Background: an optimization exercise with open tools, aiming at a short achievable clock period and few clock cycles. Do not read the settings as production practice. The RTL was checked by simulation tests, not by an equivalence proof against the original design. No activity file was given, so power comes from the tool's default toggle rates.

==> design.v <==
module ALU32(
	input wire [2:0] ALUopcode,
	input wire [31:0] rega,
	input wire [31:0] regb,
	output wire zero,
	output wire sign,
	output reg [31:0] result
	);
assign zero = (result==0)? 1:0;
assign sign = result[31];
always @(ALUopcode or rega or regb) begin
	case(ALUopcode)
		3'b000: result = rega + regb;
		3'b001: result = rega - regb;
		3'b010: result = (rega < regb)? 1:0;
        3'b011:begin
        if(rega < regb && (rega[31] == regb[31]))
            result = 1;
        else if(rega[31] == 1 && regb[31] == 0) result =  1;
        else result = 0;
        end
        3'b100: result = regb << rega;
		3'b101: result = rega | regb;
		3'b110: result = rega & regb;
		3'b111: result = (~rega & regb) | (rega & ~regb);
		default: begin
			result = 0;
		end
		endcase
end
endmodule
module Extend(
	input ExtSel, 
	input [15:0] OriData,
	output reg [31:0] ExtData
	);
always @(ExtSel or OriData) begin
	if(0 == ExtSel)
		ExtData <= {16'b0, OriData};
	 else if(1 == OriData[15])
	 	ExtData <= {16'hffff, OriData};
	 else ExtData <= {16'h0000, OriData}; 
end
endmodule
module Selector_Dst(
    input wire [4:0] In0,
    input wire [4:0] In1,
    input wire [4:0] In2,
    input wire [1:0] Selector,
    output reg [4:0] Out
    );
always @(Selector or In0 or In1 or In2) begin
        case(Selector)
        2'b00: Out <= In0;    
        2'b01: Out <= In1;    
        2'b10: Out <= In2;    
        default: Out <= 32'b0;
        endcase
    end   
endmodule
module Four_Way_Selector(
	input [31:0] In0,
	input [31:0] In1,
	input [31:0] In2,
	input [31:0] In3,
	input [1:0] Selector,
	output reg [31:0] Out
	);
always @(Selector or In0 or In1 or In2 or In3) begin
	case(Selector)
	2'b00: Out <= In0;	
	2'b01: Out <= In1;	
	2'b10: Out <= In2;	
	2'b11: Out <= In3;	
	default: Out <= 32'b0;
	endcase
end
endmodule
module PC(
	input CLK,
	input Reset, 
	input PCWre,  
	input [31:0] IAddrIn,
	output [31:0] IAddrOut
	);
reg [31:0] IAddrOut_reg; 
assign IAddrOut = IAddrOut_reg;
always @(posedge CLK or posedge Reset) begin
    if(Reset == 1)begin
        IAddrOut_reg <= 32'b0;
    end
    else begin
        if (PCWre == 1) begin
            IAddrOut_reg <= IAddrIn;
        end
        else begin 
            IAddrOut_reg <= IAddrOut_reg;
        end
    end
end
endmodule
module IR(
    input wire [31:0] in,
    input wire CLK,
    input wire IRWre,
    output reg [31:0] out
);
always @(posedge CLK) begin
    if (1 == IRWre)
        out <= in;
    else out <= out;
end
endmodule
module D_latch(
    input wire CLK,
    input wire [31:0] in,
    output reg [31:0] out
);
always @(posedge CLK) begin
    out <= in;
end 
endmodule
module RegisterFile(
    input wire Reset,
	input [4:0] Read_reg1, 
	input [4:0] Read_reg2, 
	input WE, 
	input CLK, 
	input [4:0] Write_reg, 
	input [31:0] Write_data, 
	output [31:0] Read_data1,
	output [31:0] Read_data2
	);
reg [31:0] regFile[1:31]; 
integer i;
assign Read_data1 = (Read_reg1 == 5'b0)? 0:regFile[Read_reg1];
assign Read_data2 = (Read_reg2 == 5'b0)? 0:regFile[Read_reg2];
always @(posedge CLK or posedge Reset) begin
    if (1 == Reset) begin 
        for(i = 1; i < 32; i=i+1)
        begin
            regFile[i] <= 32'b0;
        end
    end
    else begin
        if (1 == WE && Write_reg != 0) begin
            regFile[Write_reg] <= Write_data;
        end
    end
end
endmodule
module ControlUnit(
	input wire Reset, sign, zero, CLK,
	input wire [5:0] opcode,
	output reg PCWre, ALUSrcA, ALUSrcB, DBDataSrc, RegWre, 
		WrRegDSrc, InsMemRW, RD, WR, IRWre, ExtSel,
	output reg [1:0] PCSrc, RegDst,
	output reg [2:0] ALUOp,
	output reg Halted
	);
parameter [3:0] sIF = 4'b0000,
                sID = 4'b0001,
                EAL = 4'b1000,
                EBR = 4'b0100,
                ELS = 4'b0010,
                MLD = 4'b0011,
                MST = 4'b0101,
                WAL = 4'b1001,
                WLD = 4'b0110;
reg [3:0] state_now, state_next;
wire addop, subop, addiop, orop, andop, oriop, sllop,
	sltop, sltiop, swop, lwop, beqop, bneop, bgtzop, jop, jrop,
	jalop, haltop;
assign addop = (opcode == 6'b000000);
assign subop = (opcode == 6'b000001);
assign addiop = (opcode == 6'b000010);
assign orop = (opcode == 6'b010000);
assign andop = (opcode == 6'b010001);
assign oriop = (opcode == 6'b010010);
assign sllop = (opcode == 6'b011000);
assign sltop = (opcode == 6'b100110);
assign sltiop = (opcode == 6'b100111);
assign swop = (opcode == 6'b110000);
assign lwop = (opcode == 6'b110001);
assign beqop = (opcode == 6'b110100);
assign bneop = (opcode == 6'b110101);
assign bgtzop = (opcode == 6'b110110);
assign jop = (opcode == 6'b111000);
assign jrop = (opcode == 6'b111001);
assign jalop = (opcode == 6'b111010);
assign haltop = (opcode == 6'b111111);
always @(posedge CLK or posedge Reset) begin
	if(1 == Reset)
		state_now <= sIF;
	else 
		state_now <= state_next;
end
always @(posedge CLK or posedge Reset) begin
	if(1 == Reset)
		Halted <= 1'b0;
	else if (state_now == sID && haltop)
		Halted <= 1'b1;
end
always @(state_now or opcode) begin
	case(state_now)
		sIF: state_next = sID;
		sID: begin
			if (jop || jalop || jrop || haltop) begin
				state_next = sIF;
			end
			else if (addop || addiop || orop || oriop || subop ||
				sltop || sllop || sltiop || andop) begin
				state_next = EAL;	
			end
			else if (beqop || bneop || bgtzop) begin
				state_next = EBR;
			end
			else begin
				state_next = ELS;
			end
		end
		EAL: begin
			state_next = WAL;
		end
		EBR: begin
			state_next = sIF;
		end
		ELS: begin
			if (lwop) begin
				state_next = MLD;
			end
			else begin
				state_next = MST;
			end
		end
		MLD: begin
			state_next = WLD;
		end
		MST: begin
			state_next = sIF;
		end
		WLD: begin
			state_next = sIF;
		end
		WAL: begin
			state_next = sIF;
		end
		default: begin
			state_next = sIF;
		end
	endcase
end
always @(state_now or opcode or zero or sign) begin
	if ((state_now == sID &&  (jalop || jop || jrop)) || state_now == EBR ||
		state_now == MST || state_now == WLD || 
		state_now == WAL)
		PCWre = 1;
	else 
		PCWre = 0;
	if (state_now == EAL && sllop)
		ALUSrcA = 1;
	else 
	    ALUSrcA = 0;	
	if (state_now == EAL) begin
	   if (addiop || oriop || sltiop)
	       ALUSrcB = 1;
	   else ALUSrcB = 0;
	end
	else if (state_now == ELS)
	    ALUSrcB = 1;
	else 
		ALUSrcB = 0;
	if (state_now == MLD && lwop)
		DBDataSrc = 1;
	else 
		DBDataSrc = 0;
	if ((state_now == sID && jalop) || state_now == WLD ||
		state_now == WAL)
		RegWre = 1;
	else 
		RegWre = 0;
	if (state_now == WLD || state_now == WAL)
		WrRegDSrc = 1;
	else 
		WrRegDSrc = 0;
	if (state_now == sIF)
		InsMemRW = 1;
	else 
		InsMemRW = 0;
	RD = 0;
	if (state_now == MST)
		WR = 0;
	else 
		WR = 1;
	if (state_now == sIF)
		IRWre = 1;
	else 
		IRWre = 0;
	if (state_now == EAL && (addiop || sltiop) ||
		state_now == ELS || state_now == EBR)
		ExtSel = 1;
	else 
		ExtSel = 0;
	if (state_now == sID) begin
		if (jop || jalop)
			PCSrc = 2'b11;
		else if (jrop)
			PCSrc = 2'b10;
		else 
			PCSrc = 2'b00;
	end
	else if (state_now == EBR) begin
		if ((beqop && zero == 1) || (bneop && zero == 0) || (bgtzop && zero==0 && sign == 0))
			PCSrc = 2'b01;
		else PCSrc = 2'b00;
	end
	else
		PCSrc = 2'b00;
	if (state_now == sID && jalop)
		RegDst = 2'b00;
	else if (state_now == WLD)
		RegDst = 2'b01;
	else if (state_now == WAL) begin
		if (addiop || oriop || sltiop)
			RegDst = 2'b01;
		else 
			RegDst = 2'b10;
	end
	else 
		RegDst = 2'b00;
	if (state_now == EAL) begin
		if (addop) ALUOp = 3'b000;
		else if (subop) ALUOp = 3'b001;
		else if (addiop) ALUOp = 3'b000;
		else if (orop) ALUOp = 3'b101;
		else if (andop) ALUOp = 3'b110;
		else if (oriop) ALUOp = 3'b101;
		else if (sllop) ALUOp = 3'b100;
		else ALUOp = 3'b011;
	end
	else if (state_now == ELS)
		ALUOp = 3'b000;
	else if (state_now == EBR)
		ALUOp = 3'b001;
	else ALUOp = 3'b000;
end
endmodule
module multi_cpu(
    input wire clk,
    input wire reset,
    output wire [31:0] imem_addr,
    input wire [31:0] imem_rdata,
    output wire [31:0] dmem_addr,
    output wire [31:0] dmem_wdata,
    output wire dmem_we,
    input wire [31:0] dmem_rdata,
    output wire halted
    );
wire CLK;
wire Reset;
assign CLK = clk;
assign Reset = reset;
wire PCWre;
wire ALUSrcA;
wire ALUSrcB;
wire DBDataSrc;
wire RegWre;
wire WrRegDSrc;
wire InsMemRW;
wire RD;
wire WR;
wire IRWre;
wire ExtSel;
wire [1:0] RegDst;
wire [1:0] PCSrc;
wire [2:0] ALUOp;
wire [31:0] IAddrIn;  
wire [31:0] IAddrOut;
wire [31:0] IDataOut_IM;
wire [31:0] IDataOut;
PC pc_inst(
    .CLK(CLK),
    .Reset(Reset),
    .PCWre(PCWre),
    .IAddrIn(IAddrIn),
    .IAddrOut(IAddrOut)
);
wire [31:0] PCAddedFour;
assign PCAddedFour = IAddrOut + 4;
assign imem_addr = IAddrOut;
assign IDataOut_IM = imem_rdata;
IR ir_inst(
    .in(IDataOut_IM),
    .CLK(CLK),
    .IRWre(IRWre),
    .out(IDataOut)
);
wire [5:0] op;
wire [4:0] rs;
wire [4:0] rt;
wire [4:0] rd;
wire [4:0] sa;
wire [31:0] Ext_sa;
wire [15:0] immediate;
wire [31:0] Ext_immediate;
wire [25:0] address;
assign op = IDataOut[31:26]; 
assign rs = IDataOut[25:21]; 
assign rt = IDataOut[20:16]; 
assign rd = IDataOut[15:11];
assign sa = IDataOut[10:6]; 
assign Ext_sa = {27'b0000_0000_0000_0000_0000_0000_000,sa}; 
assign immediate = IDataOut[15:0]; 
assign address = IDataOut[25:0];
Extend ext_imm(
	.ExtSel(ExtSel),
	.OriData(immediate),
	.ExtData(Ext_immediate)
	);
wire [4:0] Write_reg;
parameter [4:0] thirty_one = 5'b11111;
Selector_Dst select_write_reg(
    .In0(thirty_one),
    .In1(rt),
    .In2(rd),
    .Selector(RegDst),
    .Out(Write_reg)
);
wire [31:0] Read_data1;
wire [31:0] Read_data2;
wire [31:0] Read_data1_Reg;
wire [31:0] Read_data2_Reg;
wire [31:0] DBData;  
wire [31:0] DBData_ram;
wire [31:0] Write_Data;
assign Write_Data = (WrRegDSrc == 0? PCAddedFour:DBData);
RegisterFile regFile(
    .Reset(Reset),
	.Read_reg1(rs),
	.Read_reg2(rt),
	.WE(RegWre),
	.CLK(CLK),
	.Write_reg(Write_reg),
	.Write_data(Write_Data),
	.Read_data1(Read_data1_Reg),
	.Read_data2(Read_data2_Reg)
	);
D_latch ADR(
    .CLK(CLK),
    .in(Read_data1_Reg),
    .out(Read_data1)
);
D_latch BDR(
    .CLK(CLK),
    .in(Read_data2_Reg),
    .out(Read_data2)
);
wire [31:0] result_alu;  
wire [31:0] result;
wire [31:0] DataOutFromRAM;
D_latch ALUoutDR(
    .CLK(CLK),
    .in(result_alu),
    .out(result)
);
assign dmem_addr = result;
assign dmem_wdata = Read_data2;
assign dmem_we = ~WR;
assign DataOutFromRAM = dmem_rdata;
assign DBData_ram = (0 == DBDataSrc)? result_alu:DataOutFromRAM;
D_latch DBDR(
    .CLK(CLK),
    .in(DBData_ram),
    .out(DBData)
);
wire [31:0] InALU_A;
wire [31:0] InALU_B;
assign InALU_A = (0 == ALUSrcA)? Read_data1:Ext_sa;
assign InALU_B = (0 == ALUSrcB)? Read_data2:Ext_immediate;
wire zero;
wire sign;
ALU32 alu32(
	.ALUopcode(ALUOp),
	.rega(InALU_A),
	.regb(InALU_B),
	.zero(zero),
	.sign(sign),
	.result(result_alu)
	);
ControlUnit control_unit(
    .CLK(CLK),
    .Reset(Reset),
	.opcode(op),
	.zero(zero),
	.sign(sign),
	.PCWre(PCWre),
	.ALUSrcA(ALUSrcA),
	.ALUSrcB(ALUSrcB),
	.DBDataSrc(DBDataSrc),
	.RegWre(RegWre),
	.WrRegDSrc(WrRegDSrc),
	.InsMemRW(InsMemRW),
	.RD(RD),
	.WR(WR),
	.IRWre(IRWre),
	.ExtSel(ExtSel),
	.RegDst(RegDst),
	.PCSrc(PCSrc),
	.ALUOp(ALUOp),
	.Halted(halted)
	);
wire [31:0] PCFromJIns;
wire [31:0] PCFromBranch;
assign PCFromBranch = (Ext_immediate << 2) + PCAddedFour;
assign PCFromJIns = {PCAddedFour[31:28], address, 1'b0, 1'b0};
Four_Way_Selector PCSel(
	.In0(PCAddedFour),
	.In1(PCFromBranch),
	.In2(Read_data1_Reg),
	.In3(PCFromJIns),
	.Selector(PCSrc),
	.Out(IAddrIn)
	);
endmodule
==> run.sh <==
#!/bin/bash
# synth_recipe.tcl (not shown) runs the flow's synth.tcl, then flattens the netlist and writes it again
# the make line also repeats each setting of config.mk as NAME=value (left out here)
make -C /OpenROAD-flow-scripts/flow DESIGN_CONFIG=/design/flow/config.mk WORK_HOME=/design/flow/orfs CLKGATE_MAP_FILE= SYNTH_SCRIPT=/design/flow/synth_recipe.tcl finish
==> config.mk <==
export PLATFORM = sky130hd
export DESIGN_NAME = multi_cpu
export DESIGN_NICKNAME = multi_cpu
export VERILOG_FILES = /design/flow/design.v
export SDC_FILE = /design/flow/constraint.sdc
export NUM_CORES = 4
export LEC_CHECK = 0
export CAP_MARGIN = 20
export CORE_MARGIN = 2
export CORE_UTILIZATION = 30
export SLEW_MARGIN = 20
==> constraint.sdc <==
create_clock -name core_clock -period 8.0 [get_ports {clk}]
set_input_delay 1.6000 -clock core_clock [delete_from_list [all_inputs] [get_ports {clk}]]
set_output_delay 1.6000 -clock core_clock [all_outputs]
set_load 0.01 [all_outputs]
==> impl_metrics.yaml <==
clock_tree:
  clockRootBuffer: "clkbuf_16"
  clkSinkCount: 1189
  cts.clk_slew.worst_paths_ns: 0.06
  clkLatencyLatePin_ns: 0.83
  htreeDepth: 4
  cts_buffers: 135
  tritoncts: "built"
  hold_buffers: 0
  cts_max_path_buffers: 3
floorplan:
  io_pins: 164
  core_area_sq_um: 207000
  initial_core_util_pct: 30.2
  dieArea_sq_um: 213000
  rows: 167
  die_y_um: 461
  die_x_um: 461
yosys:
  ys_ff_latch: 1189
  ys_warn_count: 10
  synth_area_sq_um: 62800
  synth_area_leaders: "dfrtp_1 (41%), o21ai_0 (9.1%), nand2_1 (7.7%)"
  synth.distinct_cells: 103
  synth_nets: 7369
  synth_edf_count: 32
  synth_common_cells: "nand2_1 (1,289), o21ai_0 (1,141), dfrtp_1 (1,029), clkbuf_1 (579), a22oi_1 (361)"
  synth_flop_cell: "dfrtp_1"
  ys_seq_area_share_pct: 46.6
  yosysTopAreaCellShare_pct: 41.0
  syn_inst: 7174
  syn_avg_cell_area_sq_um: 8.75
  yosysMostFrequentCell: "nand2_1"
  yosysTopAreaCell: "dfrtp_1"
  ys_async_sr_fraction_pct: 86.5
route:
  vias: 64900
  ant_nets: 0
  drt_iter0_drc: 12500
  drc: 0
  wl_per_cell_um: 34.1
  vias_per_cell: 6.48
  wl_met2_mm: 140
  wl_met1_mm: 125
  first_pass_iters: 12
  wl_mm: 341
  highest_layer: "met5"
  dr_wl_met3_mm: 51.0
timing:
  fin_skew_ns: 0.0538
  tightest_slew_ns: 1.33
  rsz0062_at_grt: "no"
  worst_slack_ns: 0.240
  clock.fmax_mhz: 129
  drv_slew: 0
  max-slew-margin-rel_pct: 10.8
  min_period_over_period_pct: 97.0
  fin_crit_ns: 7.76
  setup_viol: 0
  hold_viol: 0
cells_and_area:
  area_growth_pct: 16.8
  largest_reg_flops: 992
  fin_nets: 7306
  postLayoutCoreUtil_pct: 35.3
  largest-register: "regFile.regFile"
  layout-drive-gt1-share_pct: 9.64
  nFillCells: 21100
setup_path:
  cp_num_buf_inv: 7
  crit_path_start: "ir_inst.out[26]$_DFFE_PP_"
  crit_type: "flip-flop to flip-flop"
  cp_slowest_cell: "edfxtp_1"
  cpMostUsedCell: "buf_4"
  max_stage_delay_ns: 0.55
  cp_data_arrival_time_ns: 8.43
  cp.required_ns: 8.67
  path_delay_family: "compound AO/OA/AOI/OAI gates"
  crit_path_end_kind: "flip-flop"
  critPathLaunchType: "flip-flop"
  cp_max_fo: 25
  rr_startpoint: "ir_inst.out[26]$_DFFE_PP_"
worst_hold_path:
  hp-start: "regFile.regFile[1][1]$_DFFE_PP0P_"
  hold_class: "flip-flop to flip-flop"
power_and_ir_drop:
  cellLeakagePower_nw: 30.4
  powerDensity_nw_per_um2: 334
  ir_worst_vdd_uv: 260
  power.total_mw: 24.5
placement:
  port_buffers: 163
  dp_hpwl_mm: 212
  place_ws_ns: -0.246
  routabilityCongestion: 1.01
global_routing:
  grt_max_degree: 159
  track_usage_pct: 31.1
  grt-ovfl-total: 0
  antenna_found_initial: 26
  grt_pass1_wl_mm: 473
  grt_pass1_vias: 61000
job:
  drv_cap: 0
outcome:
  status: "no timing/DRC/antenna violations"
==> power breakdown <==
group          internal [mW]  switching, mW  total [mW]
registers               6.75          0.987        7.74
logic                   2.85           7.33        10.2
clock network           3.77           2.82        6.60
total                   13.4           11.1        24.5
==> kinds of logic after synthesis <==
family | Yosys count | synth area share, %
xor gates and xnor gates | 72 | 1.03
buffers and inverters | 779 | 4.75
AOI/OAI and AO/OA | 2714 | 28.6
adders and majority gates | 130 | 2.62
and+or+nand+nor | 2245 | 15.6
DFF | 1189 | 46.6
muxes | 45 | 0.807
==> timing repair <==
action	CTS	global route
pin swaps	0	1
gates resized for setup	2	5
setup endpoints to repair	23	30
setup buffers	0	3
==> layer usage <==
layer | GRT usage [%] | vias up
met2 | 44.8 | 5593
met4 | 17.8 | 44
met3 | 13.1 | 1629
met1 | 38.6 | 31400
li1 | - | 26300
met5 | 1.33 | -
==> placed cells by master, fill, tap and decap left out, types with 17 or more instances in the layout <==
cell             Yosys  routed
nor4_1              32      27
mux2i_2              0      25
edfxtp_1            32      32
nand3_1            197     195
a22oi_1            361     361
o21a_1              17      17
nand2b_1            23      23
and3_1              22      22
buf_4                2     255
clkbuf_1           579      25
nor2b_1             20      20
inv_1              147     146
xnor2_1             46      46
nor2_4               1      62
a22o_1             256     256
dfxtp_1            128     128
clkbuf_8             0      28
dfrtp_1           1029    1029
nand2_4              0      27
clkbuf_16            0     140
a222oi_1            72      72
and2_1              22      21
o211ai_1            41      41
nand2_1           1289    1261
xor2_1              25      25
nor2_1             306     243
a31oi_1             23      23
a21oi_1            261     260
clkdlybuf4s50_1      0     163
a211oi_1            29      29
clkinv_2             0      19
o31ai_1             20      20
nor3_1             118      99
o21ai_1             22      22
a21o_1              30      30
o21ai_0           1141    1134
nand4_1            139     139
a221oi_1           258     258
ha_1               126     126
nor3_2               0      19
==> layout make-up <==
type | count | area, sq um | share of cell area [%]
antenna | 11 | 27.5 | 0.0375
clock buffer | 193 | 3980 | 5.43
clock inverter | 50 | 693 | 0.945
inverter | 149 | 568 | 0.775
multi-input combinational | 5206 | 31500 | 43.0
sequential | 1189 | 29300 | 39.9
tap | 2788 | 3490 | 4.76
timing repair buffer | 430 | 3780 | 5.16
==> path summary, 6_finish.rpt <==
check                      cells after the start                              endpoint  slack [ns]
min                                            2     regFile.regFile[1][1]$_DFFE_PP0P_        0.50
max in group asynchronous                      4   regFile.regFile[16][19]$_DFFE_PP0P_        4.85
max reg2reg                                   28  pc_inst.IAddrOut_reg[22]$_DFFE_PP0P_        0.24
min in group asynchronous                      2   regFile.regFile[26][30]$_DFFE_PP0P_        1.16
min reg2reg                                    2     regFile.regFile[1][1]$_DFFE_PP0P_        0.50
max                                           28  pc_inst.IAddrOut_reg[22]$_DFFE_PP0P_        0.24
==> worst register-to-register path, delay by kind of cell, from the launching register on <==
kind / cells / cell delay [ns]
compound gates: 13 / 3.65
simple gates: 7 / 1.79
buf+inv: 7 / 1.42
flops: 1 / 0.55
fa+ha+maj: 1 / 0.20
==> through the flow <==
| stage | hold slack (ns) | area (sq um) | cells | setup TNS (ns) |
|---|---|---|---|---|
| floorplan | 0.466 | 62800 | 7174 | -8009.60 |
| global placement | 0.479 | 68400 | 9755 | -4.40 |
| detailed placement | 0.487 | 68400 | 9757 | -1.29 |
| CTS | 0.500 | 73100 | 10000 | 0 |
| global route | 0.526 | 73300 | 10000 | 0 |
| finish | 0.498 | 73300 | 10000 | 0 |
Testbench counts, summed over its fixed seeds: cycles 86,557.

## afterwards: timing with drivers on the ports
No port has a modelled driver above. Below, the same layout with a new extraction and two added sets of constraints. Step 1 (the two cells are an assumption about what drives the block):
set clk [get_ports {clk}]
set_driving_cell -lib_cell sky130_fd_sc_hd__clkbuf_16 $clk
set_driving_cell -lib_cell sky130_fd_sc_hd__buf_2 [delete_from_list [all_inputs] $clk]
Step 2 adds t to the input delays and takes it off the output delays; t is the mean of the earliest and latest rising clock arrival at the registers after step 1. Input paths then give back, and output paths get back, about the clock's delay inside the block. a / b / c = ideal / step 1 / step 2; a / b = the first two.
t, ns: 0.885
setup WS [ns]: 0.240 / 0.240 / 0.240
latest minus earliest clock arrival (ns): 0.057 / 0.058
slew at the worst register clock pin (ns): 0.07 / 0.07
worst data-port slew with drivers (ns): 0.08
After both steps setup and hold are still met in this run. For this run, drivers alone change the setup slack by 0.000 ns; drivers and shift together by 0.000 ns.
